Source: an optimization exercise on an open RTL-to-GDS flow (aim: small area, a short achievable clock period and few clock cycles per item). Production flows keep margins and buffers that such runs may drop.
Only simulation tests tie the RTL to the original design; equivalence was not proved.

==> flow/design.v (outline; a module is shown in full before it is edited, if it fits) <==
// module M1: 424 lines
module M1 (
  input logic Clock,
  input logic Resetn,
  input logic Start,
  output logic Stop,
  output logic[17:0]   SRAM_address,
  output logic[15:0]   SRAM_write_data,
  output logic         SRAM_we_n,
  input logic[15:0]    SRAM_read_data
);
  // ...
==> flow/flow/run.sh <==
#!/bin/bash
# Standard synthesis and layout, with faster port buffers (buf_4) and the
# extra ORFS settings listed in flow/make.env (one NAME=value per line).
# Logs go to this folder.
set -uo pipefail
here=$(pwd)
args=()
while IFS= read -r line; do [ -n "$line" ] && args+=("$line"); done < flow/make.env
bash standard.sh synth > "$here/synth.log" 2>&1 || exit 1
bash standard.sh finish "BUFFER_PORTS_ARGS=-buffer_cell sky130_fd_sc_hd__buf_4" \
  "${args[@]}" > "$here/layout.log" 2>&1 || exit 1
==> flow/flow/make.env <==
CTS_CLUSTER_SIZE=25
CTS_CLUSTER_DIAMETER=100
==> flow/standard.sh <==
#!/bin/bash
# synth_recipe.tcl (not shown) runs the flow's synth.tcl, then flattens the netlist and writes it again
# the make line also repeats each setting of config.mk as NAME=value (left out here)
make -C /OpenROAD-flow-scripts/flow DESIGN_CONFIG=/design/flow/config.mk WORK_HOME=/design/flow/orfs CLKGATE_MAP_FILE= SYNTH_SCRIPT=/design/flow/synth_recipe.tcl "${@:-finish}"
==> flow/config.mk <==
export PLATFORM = sky130hd
export DESIGN_NAME = M1
export DESIGN_NICKNAME = M1
export VERILOG_FILES = /design/flow/design.v
export SDC_FILE = /design/flow/constraint.sdc
export NUM_CORES = 4
export LEC_CHECK = 0
export CAP_MARGIN = 20
export CORE_MARGIN = 2
export CORE_UTILIZATION = 40
export SLEW_MARGIN = 20
==> flow/constraint.sdc <==
create_clock -name core_clock -period 24.0 [get_ports {Clock}]
set_input_delay 4.8000 -clock core_clock [delete_from_list [all_inputs] [get_ports {Clock}]]
set_output_delay 4.8000 -clock core_clock [all_outputs]
set_load 0.01 [all_outputs]
==> run notes, run 1 <==
run status=finished clean; vias in the first global route=13,280; input/output buffers=54; clk slew on worst S/H paths=100 ps; RSZ-0062 raised after global routing=no; Worst Hold Launch=cw[11][4]$_DFFE_PP_; Leading cell kind=multi-input combinational cells; max FFs per register=128; Post-DP Area=21,400 sq um; M1 GR Usage=22.5%; Crit path buffers/inverters=1; cts hold-fix bufs=0; met3 wire length=around 1600 um; grt peak-use layer=met2; first-pass GRT wire length=69,800 um; fraction of area in multi-input gates=roughly half; # H-tree levels=1; Synth Area in Compound Gates=8.60%; synth unique cells=70; Max Cap Viol=0; synth top area cells=edfxtp_1 25%, fa_1 23%, dfxtp_1 14%; CTS root buffer=clkbuf_16; CP endpoint kind=output pin; DR top layer=met4
Testbench counts, summed over its fixed seeds: cycles 768,120, images 4.
==> run 2: changes to the inputs <==
--- a/flow/config.mk
+++ b/flow/config.mk
@@ -7,5 +7,5 @@
 export LEC_CHECK = 0
 export CAP_MARGIN = 20
 export CORE_MARGIN = 2
-export CORE_UTILIZATION = 40
+export CORE_UTILIZATION = 70
 export SLEW_MARGIN = 20
==> run notes, run 2 <==
WHS Path Cells=0; ratio of cells with drive above 1 in the final layout=7.90%; post-synthesis mux area share=between 2 and 3%; fraction of registers with async set/reset=less than 1%; crit path cell chain=buf_4; synth unique cells=70 (unchanged); CTS tree=built; max FFs per register=128 (unchanged); cell with the most instances after synthesis=inv_1; vias in the first global route=13,061 (-1.6%); # diodes=0; clock latency (worst-skew pair)=approximately 520 ps; period utilization=24.4%; post-cts sizing count=0; largest family of logic cells by synthesized area=adder cells; setup TNS=0 ps; synth top area cells=edfxtp_1 25%, fa_1 23%, dfxtp_1 14%; commonest cells after routing, fill and taps aside=352 x inv_1, 231 x fa_1, 170 x edfxtp_1; Top Registers=cw x128, SRAM_address x18, wa x18; routed wire length=around 40,000 um; Synth Area in Compound Gates=8.60% (unchanged); r2r endpoint=cx[4]$_SDFF_PP0_; worst rel slew slack=37.3%; WL per Instance=around 18 um; final net count=2,188; Top Family by Delay on Critical Path=flip-flops; Seq cells post-synth=313; Initial Util=a little over two thirds; crit-path max cell delay=400 ps; post-synthesis adder-cell area fraction=31.5%; RSZ-0062 raised after global routing=no; clk slew on worst S/H paths=100 ps (about the same); cts hold-fix bufs=0 (unchanged); minimum clock period=roughly 5900 ps; Core Area=around 29,000 sq um; CP max FO=1; r2r startpoint=mb$_DFF_P_; Num CTS Buffers=16; top-area cell type share of the netlist area=25.3%; cells after synthesis=between 1,500 and 2,000; total track usage=27.9%; Setup crit end=SRAM_write_data[9]; Pre-antenna DRT Iters=7; post-route ant nets=0; Top reg by flops=cw; first-pass GRT wire length=66,800 um (-4.2%); Reg2Reg Setup Slack=between 15,000 and 20,000 ps; setup bufs post-CTS=0; initial DRC count=between 1,000 and 1,500; Max Cap Viol=0 (unchanged); Rows=62; Post-Syn Nets=2,151; top cells by count, synth=352 x inv_1, 231 x fa_1, 170 x edfxtp_1, 140 x dfxtp_1, 138 x ha_1; Ys Warns=3; DRC errors left=0; run status=finished clean; hpwl dp=31,800 um; Final Wtd Congestion=0.953; commonest non-fill, non-tap cell in the layout=inv_1; CTS max path bufs=3; Setup violations, final=0; Synth Flop Type=edfxtp_1; critical path's slowest cell=edfxtp_1; Req. time, crit path=19,200 ps; highest achievable clock rate=171 MHz; sequential area share after synthesis=39.5%; Worst Setup SP=SRAM_write_data[9]$_DFFE_PN_; grt total ovfl=0; final hold vios=0; worst setup margin=18,140 ps; mean area per synthesized cell=11.5 sq um; critical path class=register to output pin; CP Data Arrival Time=~1100 ps; Worst Skew=23.9 ps; die extent in x=174 um; io pins=55; largest net degree at the start of global routing=76; Post-synth EDFFs=170; Area Overhead vs Synth=6.24%; netlist area before placement=20,200 sq um; Crit path buffers/inverters=1 (unchanged); Crit path depth=1; initial antenna violation count=0; CP startpoint kind=register; Synth Area in XOR/XNOR=2.47%; vias=12,553; via/cell ratio=approximately 5.7; CTS root buffer=clkbuf_16; # H-tree levels=1 (unchanged); pre-CTS setup slack=18,150 ps; cell count of the worst reg-to-reg path=17; Die Ht=174 um; CTS Sinks=313; simple-gate share of the synthesized area=roughly 7.8%; input/output buffers=54 (unchanged); post-synth top area cell=edfxtp_1; CP endpoint kind=output pin; hold crit path type=register to register; Die ar.=30,200 sq um; final slew viol count=0; Slew @ Worst Pin=937 ps
[run 2: per-stage QoR]
step	hold slack (ps)	cell area (sq um)	std cells	utilization [%]
finish	418	21400	2194	75.1
global route	427	21400	2194	75.1
CTS	424	21400	2194	75.1
detailed placement	405	21000	2166	73.5
global placement	400	21000	2166	73.5
floorplan	400	20200	1763	-
[run 2: kinds of logic after synthesis]
kind of cell             after synthesis
buffers and inverters                396
AO/OA/AOI/OAI                        252
flip-flops                           313
AND/OR/NAND/NOR                      325
XOR/XNOR                              57
adder cells (fa/ha/maj)              369
multiplexers                          51
[run 2: how the worst min path moves through the flow]
stage | endpoint | start | slack (ps)
final | cw[12][2]$_DFFE_PP_ | cw[13][2]$_DFFE_PP_ | 420
after global placement | cw[6][5]$_DFFE_PP_ | cw[7][5]$_DFFE_PP_ | 400
after detailed placement | cw[0][0]$_DFFE_PP_ | cw[1][0]$_DFFE_PP_ | 400
after global routing | cw[11][1]$_DFFE_PP_ | cw[12][1]$_DFFE_PP_ | 430
after CTS | cw[14][4]$_DFFE_PP_ | cw[15][4]$_DFFE_PP_ | 420
after floorplan | cw[0][0]$_DFFE_PP_ | cw[1][0]$_DFFE_PP_ | 400
[run 2: metal layers]
layer | share of wire, % | vias up | global-route usage [%]
li1 | - | 5867 | -
met1 | 45 | 6253 | 40.5
met2 | 47 | 379 | 45.6
met3 | 5.9 | 54 | 4.36
met4 | 2.1 | 0 | 5.67
met5 | 0 | - | 0
[run 2: layout make-up]
class	count	area, sq um
clock buffer	25	434
clock inverter	3	33.8
fill	2018	7100
inverter	354	1330
multi-input combinational	1054	10700
sequential	313	7990
tap	384	480
timing repair buffer	61	458
==> run 3: changes to the inputs <==
--- a/flow/config.mk
+++ b/flow/config.mk
@@ -7,5 +7,5 @@
 export LEC_CHECK = 0
 export CAP_MARGIN = 20
 export CORE_MARGIN = 2
-export CORE_UTILIZATION = 70
+export CORE_UTILIZATION = 60
 export SLEW_MARGIN = 20
==> run notes, run 3 <==
post-synth top area cell=edfxtp_1; non-filler instance count after layout=2,259 (+3.0%); crit-path max cell delay=400 ps (about the same); simple-gate share of the synthesized area=7.77% (unchanged); pre-CTS setup slack=17,950 ps (-202 ps); via/cell ratio=5.41 (-5.5%); routed wire length=41,300 um (+2.3%); WL per Instance=18.3 um (-0.65%); fraction of registers with async set/reset=0.958% (unchanged); Area Overhead vs Synth=6.69%; synth unique cells=70 (unchanged); Synth Flop Type=edfxtp_1; highest achievable clock rate=171 MHz (about the same); flip-flop and latch area=7990 sq um (unchanged); input/output buffers=54 (unchanged); setup bufs post-CTS=0 (unchanged); Max Cap Viol=0 (unchanged); Synth Area in XOR/XNOR=2.47% (unchanged); synth top area cells=edfxtp_1 25%, fa_1 23%, dfxtp_1 14%; netlist area before placement=20,200 sq um (unchanged); Initial Util=60.5% (-10 points); first-pass GRT wire length=69,000 um (+3.2%); CP Data Arrival Time=1060 ps (about the same); post-cts sizing count=0 (unchanged); initial antenna violation count=0 (unchanged); minimum clock period=5860 ps (-5.10 ps); Post-Place Cells=2,231 (+3.0%); final slew viol count=0 (unchanged); clk slew on worst S/H paths=110 ps (about the same); Setup violations, final=0 (unchanged); ratio of cells with drive above 1 in the final layout=7.90% (about the same); # diodes=0 (unchanged); sequential area share after synthesis=39.5% (unchanged); post-layout util=64.6% (-11 points); grt total ovfl=0 (unchanged); Num CTS Buffers=16 (unchanged); run status=finished clean; CTS Sinks=313 (unchanged); cts hold-fix bufs=0 (unchanged); Final Wtd Congestion=0.940 (-1.4%); hold crit path type=register to register; top cells by count, synth=352 x inv_1, 231 x fa_1, 170 x edfxtp_1, 140 x dfxtp_1, 138 x ha_1; Post-Syn Nets=2,151 (unchanged); Ys Warns=3 (unchanged); Core Area=33,400 sq um (+17%); largest net degree at the start of global routing=76 (unchanged); vias in the first global route=12,953 (-0.83%); RSZ-0062 raised after global routing=no; max FFs per register=128 (unchanged); top-area cell type share of the netlist area=25.3% (unchanged); Synth Area in Compound Gates=8.60% (unchanged); io pins=55 (unchanged); mean area per synthesized cell=11.5 sq um (unchanged); cells after synthesis=1,763 (unchanged); Pre-antenna DRT Iters=5 (-2); commonest non-fill, non-tap cell in the layout=inv_1; Worst Skew=35.3 ps (+11.4 ps); Crit path buffers/inverters=1 (unchanged); area of the multi-input gates=10,700 sq um (unchanged); total track usage=24.8% (-3.1 points); initial DRC count=833 (-20%); Seq cells post-synth=313 (unchanged); clock latency (worst-skew pair)=520 ps (about the same); CP endpoint kind=output pin; hpwl dp=32,300 um (+1.6%); critical path class=register to output pin; critical path's slowest cell=edfxtp_1; final hold vios=0 (unchanged); Req. time, crit path=19,200 ps (about the same); CTS tree=built; Fill cells=2,735 (+36%); # H-tree levels=1 (unchanged); vias=12,220 (-2.7%); worst setup margin=18,140 ps (+5.10 ps); CP max FO=1 (unchanged); period utilization=24.4% (about the same); final net count=2,189 (+0.046%); CTS max path bufs=3 (unchanged); Die ar.=35,100 sq um (+16%); post-synthesis adder-cell area fraction=31.5% (unchanged); worst rel slew slack=35.2% (-2.1 points); Top reg by flops=cw; Slew @ Worst Pin=968 ps (+31.0 ps); crit path cell chain=buf_4; commonest cells after routing, fill and taps aside=352 x inv_1, 231 x fa_1, 170 x edfxtp_1; CP startpoint kind=register; DRC errors left=0 (unchanged); Rows=67 (+8.1%); Post-synth EDFFs=170 (unchanged); largest family of logic cells by synthesized area=adder cells; post-synthesis mux area share=2.78% (unchanged); CTS root buffer=clkbuf_16; post-route ant nets=0 (unchanged); Top Family by Delay on Critical Path=flip-flops; cell with the most instances after synthesis=inv_1; die extent in x=187 um (+7.8%); Top Registers=cw x128, SRAM_address x18, wa x18; Die Ht=187 um (+7.8%); setup TNS=0 ps (unchanged)
run 3: cell counts after synthesis:
No cell type changed its count.
run 3: worst paths after layout:
| path | end | slack (ps) | startpoint | depth (start not counted) |
|---|---|---|---|---|
| max reg2reg | cx[2]$_SDFF_PP0_ | 18410 | mb$_DFF_P_ | 17 |
| max | SRAM_write_data[13] | 18140 | SRAM_write_data[13]$_DFFE_PN_ | 1 |
| min in group asynchronous | Stop$_DFFE_PN0P_ | 4070 | Resetn | 1 |
| max in group asynchronous | act$_DFF_PN0_ | 19830 | Resetn | 1 |
| min | cw[10][7]$_DFFE_PP_ | 400 | cw[11][7]$_DFFE_PP_ | 0 |
| min reg2reg | cw[10][7]$_DFFE_PP_ | 400 | cw[11][7]$_DFFE_PP_ | 0 |
run 3: cells by family (layout without fill, tap and decap cells):
kind of cell | Yosys count | in the layout
adders and majority gates | 369 | 369
xor gates and xnor gates | 57 | 57
DFF | 313 | 313
and+or+nand+nor | 325 | 325
muxes | 51 | 51
AOI/OAI and AO/OA | 252 | 252
buffers and inverters | 396 | 444
run 3: per-stage QoR:
step                hold WS (ps)  area (sq um)
floorplan                    400         20200
global placement             400         21100
detailed placement           405         21100
CTS                          405         21500
global route                 414         21500
finish                       404         21500
run 3: final cells by class:
type | count | area share [%]
multi-input combinational | 1054 | 49.8
tap | 448 | 2.60
timing repair buffer | 62 | 2.16
sequential | 313 | 37.1
clock buffer | 26 | 2.03
clock inverter | 2 | 0.151
inverter | 354 | 6.17
run 3: layer usage:
metal	GRT usage [%]	up-vias	share of wire [%]
met5	0	-	0
met1	37.9	6075	49
met4	4.33	0	1.6
met2	39.5	230	46
li1	-	5874	-
met3	2.59	41	3.9

-- afterwards: timing with drivers on the ports --
Ports are ideal in the flow. The routed layouts listed here were re-timed in OpenROAD.
Step 1, drivers: a clkbuf_16 drives Clock and a buf_2 each remaining input, both assumed.
Step 2 also shifts input and output timing later by t, the mid clock arrival at the registers, as if the neighbouring blocks saw the same clock.
a / b / c = ideal / step 1 / step 2; a / b = the first two.
| run | t, ns | slack for setup (ns) | latest minus earliest clock arrival (ns) | pins driven straight from the clock port |
|---|---|---|---|---|
| run 1 | 0.574 | 18.120 / 18.069 / 18.430 | 0.023 / 0.023 | 1 |
| run 2 | 0.558 | 18.139 / 18.090 / 18.100 | 0.024 / 0.024 | 1 |
| run 3 | 0.552 | 18.144 / 18.094 / 18.005 | 0.040 / 0.040 | 1 |
After both steps setup and hold are still met in every run listed. For run 3, which loses most, drivers alone change the setup slack by -0.050 ns; drivers and shift together by -0.139 ns.
